Context: an optimization exercise on an open-source flow, tuned for small area. The choices shown serve that exercise and are no tape-out recipe. At most, simulation tests tie the RTL to the original design; equivalence was not proved. Power figures rest on the tool's default switching activity, not on a simulated workload.

==> 12-17: inputs <==
Design audio_controller, start of the top module:
module audio_controller #(
parameter SYSCLK = 50
) (
input           clk,
input           rst,
input  [4:0]    sw_address,
input           sw_read,
input           sw_write,
input           sw_select,
input  [31:0]   sw_wrdata,
output [31:0]   sw_rddata,
input           i2c_SDA_i,
output          i2c_SDA_w,
output          i2c_SDA_o,
output          i2c_SCL_w,
output          i2c_SCL_o,
output          bclk,
output          mclk,
output          daclrc,
output          dacdat,
output          adclrc,
input           adcdat,
input  [31:0]   dac_data_in,
input           dac_data_wr,
output          dac_fifo_full,
output [31:0]   adc_data_out,
input           adc_data_rd,
output          adc_fifo_empty
);
==> module i2c_master, before the edit <==
module i2c_master #(
parameter       CLK_FREQ = 50,
parameter       I2C_CLK_FREQ = 100,
parameter       NUM_BYTE = 2,
parameter       BYTE_SIZE = 8,
parameter       DATA_WIDTH = NUM_BYTE * BYTE_SIZE
) (
input                           clk,
input                           rst,
input                           req,
input  [BYTE_SIZE-2:0]          slave_addr,
input  [DATA_WIDTH-1:0]         writedata,
output                          ready,
input                           i2c_SDA_i,
output                          i2c_SDA_w,
output                          i2c_SDA_o,
output                          i2c_SCL_w,
output                          i2c_SCL_o
);
localparam ADDR_DATA_WIDTH = NUM_BYTE * BYTE_SIZE + BYTE_SIZE;
localparam SYSCLK_COUNT    = (CLK_FREQ * 1000) / I2C_CLK_FREQ;
localparam DIVW            = $clog2(SYSCLK_COUNT);
localparam [2:0] S_IDLE  = 3'd0,
                 S_START = 3'd1,
                 S_ADDR  = 3'd2,
                 S_DATA  = 3'd3,
                 S_STOP  = 3'd4;
reg  sda_cap;
reg  sda_w_q, sda_o_q;
reg  [DIVW-1:0]            clk_divider;
reg  [ADDR_DATA_WIDTH-1:0] write_data;
reg  [2:0]                 state;
reg  [3:0]                 bitpos;
reg  [1:0]                 byte_count;
wire is_idle  = (state == S_IDLE);
wire is_start = (state == S_START);
wire is_addr  = (state == S_ADDR);
wire is_data  = (state == S_DATA);
wire is_stop  = (state == S_STOP);
wire in_ack   = (bitpos == 4'd9);
wire last_bit = (bitpos == 4'd8);
wire negedge_i = (clk_divider == SYSCLK_COUNT / 2 - 1);
wire posedge_i = (clk_divider == SYSCLK_COUNT - 1);
wire start     = req & is_idle;
wire start_byte = negedge_i & (is_start | ((is_addr | is_data) & in_ack));
assign ready     = is_idle;
assign i2c_SDA_w = sda_w_q;
assign i2c_SDA_o = sda_o_q;
wire div_zero = (clk_divider == 'b0);
assign i2c_SCL_o = is_idle | (clk_divider < SYSCLK_COUNT / 2);
assign i2c_SCL_w = is_idle ? ~div_zero : ~(is_start & div_zero);
always @(posedge clk) begin
    if (clk_divider == SYSCLK_COUNT / 2 - 3) sda_cap <= i2c_SDA_i;
end
always @(posedge clk) begin
    if (rst || posedge_i || is_idle) clk_divider <= 'b0;
    else                             clk_divider <= clk_divider + 1'b1;
end
always @(posedge clk) begin
    if (rst) begin
        state  <= S_IDLE;
        bitpos <= 4'd0;
    end else begin
        case (state)
        S_IDLE:  if (start) state <= S_START;
        S_START: if (negedge_i) state <= S_ADDR;
        S_ADDR:  if (negedge_i && in_ack) state <= S_DATA;
        S_DATA:  if (negedge_i && byte_count == 2'd2) state <= S_STOP;
        S_STOP:  if (negedge_i) state <= S_IDLE;
        default: state <= S_IDLE;
        endcase
        if (start_byte)      bitpos <= 4'd1;
        else if (negedge_i)  bitpos <= (bitpos == 4'd0 || in_ack) ? 4'd0 : bitpos + 1'b1;
    end
end
always @(posedge clk) begin
    if (rst || is_idle)                   byte_count <= 2'd0;
    else if (negedge_i && in_ack && is_data) byte_count <= byte_count + 1'b1;
end
always @(posedge clk) begin
    if (rst) begin
        sda_o_q <= 1'b1;
        sda_w_q <= 1'b0;
    end else if (is_idle) begin
        sda_w_q <= start;
        sda_o_q <= ~start;
    end else if (is_stop) begin
        if (negedge_i) sda_o_q <= 1'b1;
        sda_w_q <= 1'b1;
    end else if (negedge_i) begin
        if (last_bit) begin
            sda_w_q <= 1'b0;
            sda_o_q <= sda_cap;
        end else begin
            sda_w_q <= 1'b1;
            sda_o_q <= write_data[ADDR_DATA_WIDTH-1];
        end
    end
end
always @(posedge clk) begin
    if (start) write_data <= {slave_addr, 1'b0, writedata};
    else if (posedge_i & (is_addr | is_data) & ~last_bit)
        write_data <= write_data << 1;
end
endmodule
==> flow/config.mk <==
export PLATFORM = sky130hd
export DESIGN_NAME = audio_controller
export DESIGN_NICKNAME = audio_controller
export VERILOG_FILES = /design/flow/design.v
export SDC_FILE = /design/flow/constraint.sdc
export NUM_CORES = 4
export LEC_CHECK = 0
export CAP_MARGIN = 0
export CORE_MARGIN = 2
export CORE_UTILIZATION = 40
export PLACE_DENSITY = 0.6
export SLEW_MARGIN = 0
==> flow/constraint.sdc <==
create_clock -name core_clock -period 20.0 [get_ports {clk}]
set_input_delay 4.0000 -clock core_clock [delete_from_list [all_inputs] [get_ports {clk}]]
set_output_delay 4.0000 -clock core_clock [all_outputs]
set_load 0.01 [all_outputs]
standard.sh (not shown) runs the stock make flow with config.mk's settings and CLKGATE_MAP_FILE= SYNTH_SCRIPT=/design/flow/synth_recipe.tcl, a recipe that flattens the netlist after the stock synthesis.
==> flow/flow/run.sh <==
#!/bin/bash
# The standard layout, with two changes:
# - the smallest buffer (buf_1) as the port buffer that global placement puts
#   on every input and output;
# - clock tree synthesis without dummy loads.
set -euo pipefail
export BUFFER_PORTS_ARGS="-buffer_cell sky130_fd_sc_hd__buf_1"
export CTS_ARGS="-sink_clustering_enable -repair_clock_nets -dont_use_dummy_load -buf_list sky130_fd_sc_hd__clkbuf_8 -sink_clustering_size 20 -sink_clustering_max_diameter 60"
bash standard.sh finish > standard_flow.log 2>&1
==> 07-10 (differences from 12-17) <==
--- a/flow/design.v
+++ b/flow/design.v
@@ -115,33 +115,24 @@
 localparam ADDR_DATA_WIDTH = NUM_BYTE * BYTE_SIZE + BYTE_SIZE;
 localparam SYSCLK_COUNT    = (CLK_FREQ * 1000) / I2C_CLK_FREQ;
 localparam DIVW            = $clog2(SYSCLK_COUNT);
-localparam [2:0] S_IDLE  = 3'd0,
-                 S_START = 3'd1,
-                 S_ADDR  = 3'd2,
-                 S_DATA  = 3'd3,
-                 S_STOP  = 3'd4;
-reg  sda_cap;
-reg  sda_w_q, sda_o_q;
 reg  [DIVW-1:0]            clk_divider;
 reg  [ADDR_DATA_WIDTH-1:0] write_data;
-reg  [2:0]                 state;
-reg  [3:0]                 bitpos;
-reg  [1:0]                 byte_count;
-wire is_idle  = (state == S_IDLE);
-wire is_start = (state == S_START);
-wire is_addr  = (state == S_ADDR);
-wire is_data  = (state == S_DATA);
-wire is_stop  = (state == S_STOP);
-wire in_ack   = (bitpos == 4'd9);
-wire last_bit = (bitpos == 4'd8);
+reg  [4:0]                 step;
+reg                        sda_cap;
+reg                        sda_o_q;
+wire is_idle  = (step == 5'd0);
+wire is_start = (step == 5'd1);
+wire is_stop  = (step == 5'd30);
+wire in_bytes = ~is_idle & ~is_start & ~is_stop;        
+wire last_bit = (step == 5'd9) | (step == 5'd18) | (step == 5'd27);
+wire ack_slot = (step == 5'd10) | (step == 5'd19) | (step == 5'd28);
 wire negedge_i = (clk_divider == SYSCLK_COUNT / 2 - 1);
 wire posedge_i = (clk_divider == SYSCLK_COUNT - 1);
 wire start     = req & is_idle;
-wire start_byte = negedge_i & (is_start | ((is_addr | is_data) & in_ack));
+wire div_zero  = (clk_divider == 'b0);
 assign ready     = is_idle;
-assign i2c_SDA_w = sda_w_q;
+assign i2c_SDA_w = is_idle ? ~div_zero : ~ack_slot;
 assign i2c_SDA_o = sda_o_q;
-wire div_zero = (clk_divider == 'b0);
 assign i2c_SCL_o = is_idle | (clk_divider < SYSCLK_COUNT / 2);
 assign i2c_SCL_w = is_idle ? ~div_zero : ~(is_start & div_zero);
 always @(posedge clk) begin
@@ -152,49 +143,20 @@
     else                             clk_divider <= clk_divider + 1'b1;
 end
 always @(posedge clk) begin
-    if (rst) begin
-        state  <= S_IDLE;
-        bitpos <= 4'd0;
-    end else begin
-        case (state)
-        S_IDLE:  if (start) state <= S_START;
-        S_START: if (negedge_i) state <= S_ADDR;
-        S_ADDR:  if (negedge_i && in_ack) state <= S_DATA;
-        S_DATA:  if (negedge_i && byte_count == 2'd2) state <= S_STOP;
-        S_STOP:  if (negedge_i) state <= S_IDLE;
-        default: state <= S_IDLE;
-        endcase
-        if (start_byte)      bitpos <= 4'd1;
-        else if (negedge_i)  bitpos <= (bitpos == 4'd0 || in_ack) ? 4'd0 : bitpos + 1'b1;
-    end
+    if (rst)                        step <= 5'd0;
+    else if (start)                 step <= 5'd1;
+    else if (negedge_i)             step <= is_stop ? 5'd0 : step + 1'b1;
 end
 always @(posedge clk) begin
-    if (rst || is_idle)                   byte_count <= 2'd0;
-    else if (negedge_i && in_ack && is_data) byte_count <= byte_count + 1'b1;
-end
-always @(posedge clk) begin
-    if (rst) begin
-        sda_o_q <= 1'b1;
-        sda_w_q <= 1'b0;
-    end else if (is_idle) begin
-        sda_w_q <= start;
-        sda_o_q <= ~start;
-    end else if (is_stop) begin
-        if (negedge_i) sda_o_q <= 1'b1;
-        sda_w_q <= 1'b1;
-    end else if (negedge_i) begin
-        if (last_bit) begin
-            sda_w_q <= 1'b0;
-            sda_o_q <= sda_cap;
-        end else begin
-            sda_w_q <= 1'b1;
-            sda_o_q <= write_data[ADDR_DATA_WIDTH-1];
-        end
-    end
+    if (rst)                sda_o_q <= 1'b1;
+    else if (is_idle)       sda_o_q <= ~start;
+    else if (is_stop) begin
+        if (negedge_i)      sda_o_q <= 1'b1;
+    end else if (negedge_i) sda_o_q <= last_bit ? sda_cap : write_data[ADDR_DATA_WIDTH-1];
 end
 always @(posedge clk) begin
     if (start) write_data <= {slave_addr, 1'b0, writedata};
-    else if (posedge_i & (is_addr | is_data) & ~last_bit)
+    else if (posedge_i & in_bytes & ~last_bit)
         write_data <= write_data << 1;
 end
 endmodule
==> flow/config.mk (replaced) <==
export PLATFORM = sky130hd
export DESIGN_NAME = audio_controller
export DESIGN_NICKNAME = audio_controller
export VERILOG_FILES = /design/flow/design.v
export SDC_FILE = /design/flow/constraint.sdc
export NUM_CORES = 4
export LEC_CHECK = 0
export CAP_MARGIN = 20
export CORE_MARGIN = 2
export CORE_UTILIZATION = 60
export PLACE_DENSITY = 0.75
export SLEW_MARGIN = 20
==> 04-16 (differences from 12-17) <==
==> flow/flow/run.sh (replaced) <==
#!/bin/bash
# The standard layout, with the smallest buffer (buf_1) as the port buffer
# that global placement puts on every input and output.
set -euo pipefail
export BUFFER_PORTS_ARGS="-buffer_cell sky130_fd_sc_hd__buf_1"
# downsize gates off the critical paths after global routing
export RECOVER_POWER=100
bash standard.sh finish > standard_flow.log 2>&1
--- a/flow/config.mk
+++ b/flow/config.mk
@@ -5,8 +5,11 @@
 export SDC_FILE = /design/flow/constraint.sdc
 export NUM_CORES = 4
 export LEC_CHECK = 0
-export CAP_MARGIN = 0
+export CAP_MARGIN = 20
 export CORE_MARGIN = 2
 export CORE_UTILIZATION = 40
+export CTS_BUF_LIST = sky130_fd_sc_hd__clkbuf_8
+export CTS_CLUSTER_DIAMETER = 60
+export CTS_CLUSTER_SIZE = 20
 export PLACE_DENSITY = 0.6
-export SLEW_MARGIN = 0
+export SLEW_MARGIN = 20
==> run notes <==
| metric | 12-17 | 04-16 | 07-10 |
|---|---|---|---|
| Die span in y | 213 microns | 213 microns | 174 microns |
| Number of instances in the synthesized netlist | 988 | 988 | 962 |
| Via count of the first global-routing pass | 8,904 | 8,923 | 8,669 |
| Final clock period utilization by the worst path | 0.343 | 0.397 | 0.331 |
| Biggest fanout along the worst timing path | 15 | 32 | 12 |
| Global placer's final weighted congestion | 0.821 | 0.821 | 0.836 |
| Skew-Pair Late Insertion Delay | 600 ps | 600 ps | 610 ps |
| Switching part of the total | 0.225 | 0.236 | 0.219 |
| Pwr per Cell Area | 83.5 mW/mm^2 | 87.5 mW/mm^2 | 82.9 mW/mm^2 |
| Die Area | 0.0455 sq mm | 0.0455 sq mm | 0.0302 sq mm |
| Result of the run | no timing/DRC/antenna violations | complete, but fails checks | no timing/DRC/antenna violations |
| Violated checks | - | capacitance limit, slew limit | - |
| Top achievable clock speed | 146 MHz | 126 MHz | 151 MHz |
| DR pass1 iterations | 6 | 6 | 7 |
| Clock-cell share | 0.0244 | 0.0367 | 0.0214 |
| Adder-cell area share of the yosys netlist | 0.0184 | 0.0184 | 0.0181 |
| Filler cell count | 3,798 | 3,800 | 1,975 |
| Number of unique standard cell types used by synthesis | 56 | 56 | 54 |
| Slew margin rel. | 0.310 | -1.59 | 0.256 |
| Global-route wire length before repair | 54.3 mm | 54.4 mm | 50.2 mm |
| Area added between synthesis and finish | 9.49% | 10.3% | 8.05% |
| Seq pwr share | 0.649 | 0.615 | 0.665 |
Function not checked in 07-10: the RTL went through the layout flow alone.

==> afterwards: timing with drivers on the ports <==
In the flow no input, the clock included, has a driving cell. The finished layouts below were timed again as built, in two steps.
Step 1 assumes that a clkbuf_16 drives the clock port and a buf_2 every other input.
Step 2 moves the port delays by t, midway between the first and last clock arrival at a register: inputs arrive t later, outputs are due t later. That takes back most of the time a late clock gives input paths.
a / b / c = ideal / step 1 / step 2; a / b = the first two.
run | t, ns | setup WS [ns] | worst hold slack (ns) | worst data-port slew with drivers (ns)
12-17 | 0.615 | 13.135 / 13.083 / 13.532 | 0.450 / 0.450 / 0.450 | 0.08
07-10 | 0.623 | 13.373 / 13.327 / 13.560 | 0.456 / 0.456 / 0.456 | 0.04
04-16 | 0.633 | 12.068 / 12.016 / 12.054 | 0.455 / 0.455 / 0.455 | 0.08
For 04-16, which loses most, drivers alone change the setup slack by -0.052 ns; drivers and shift together by -0.014 ns.
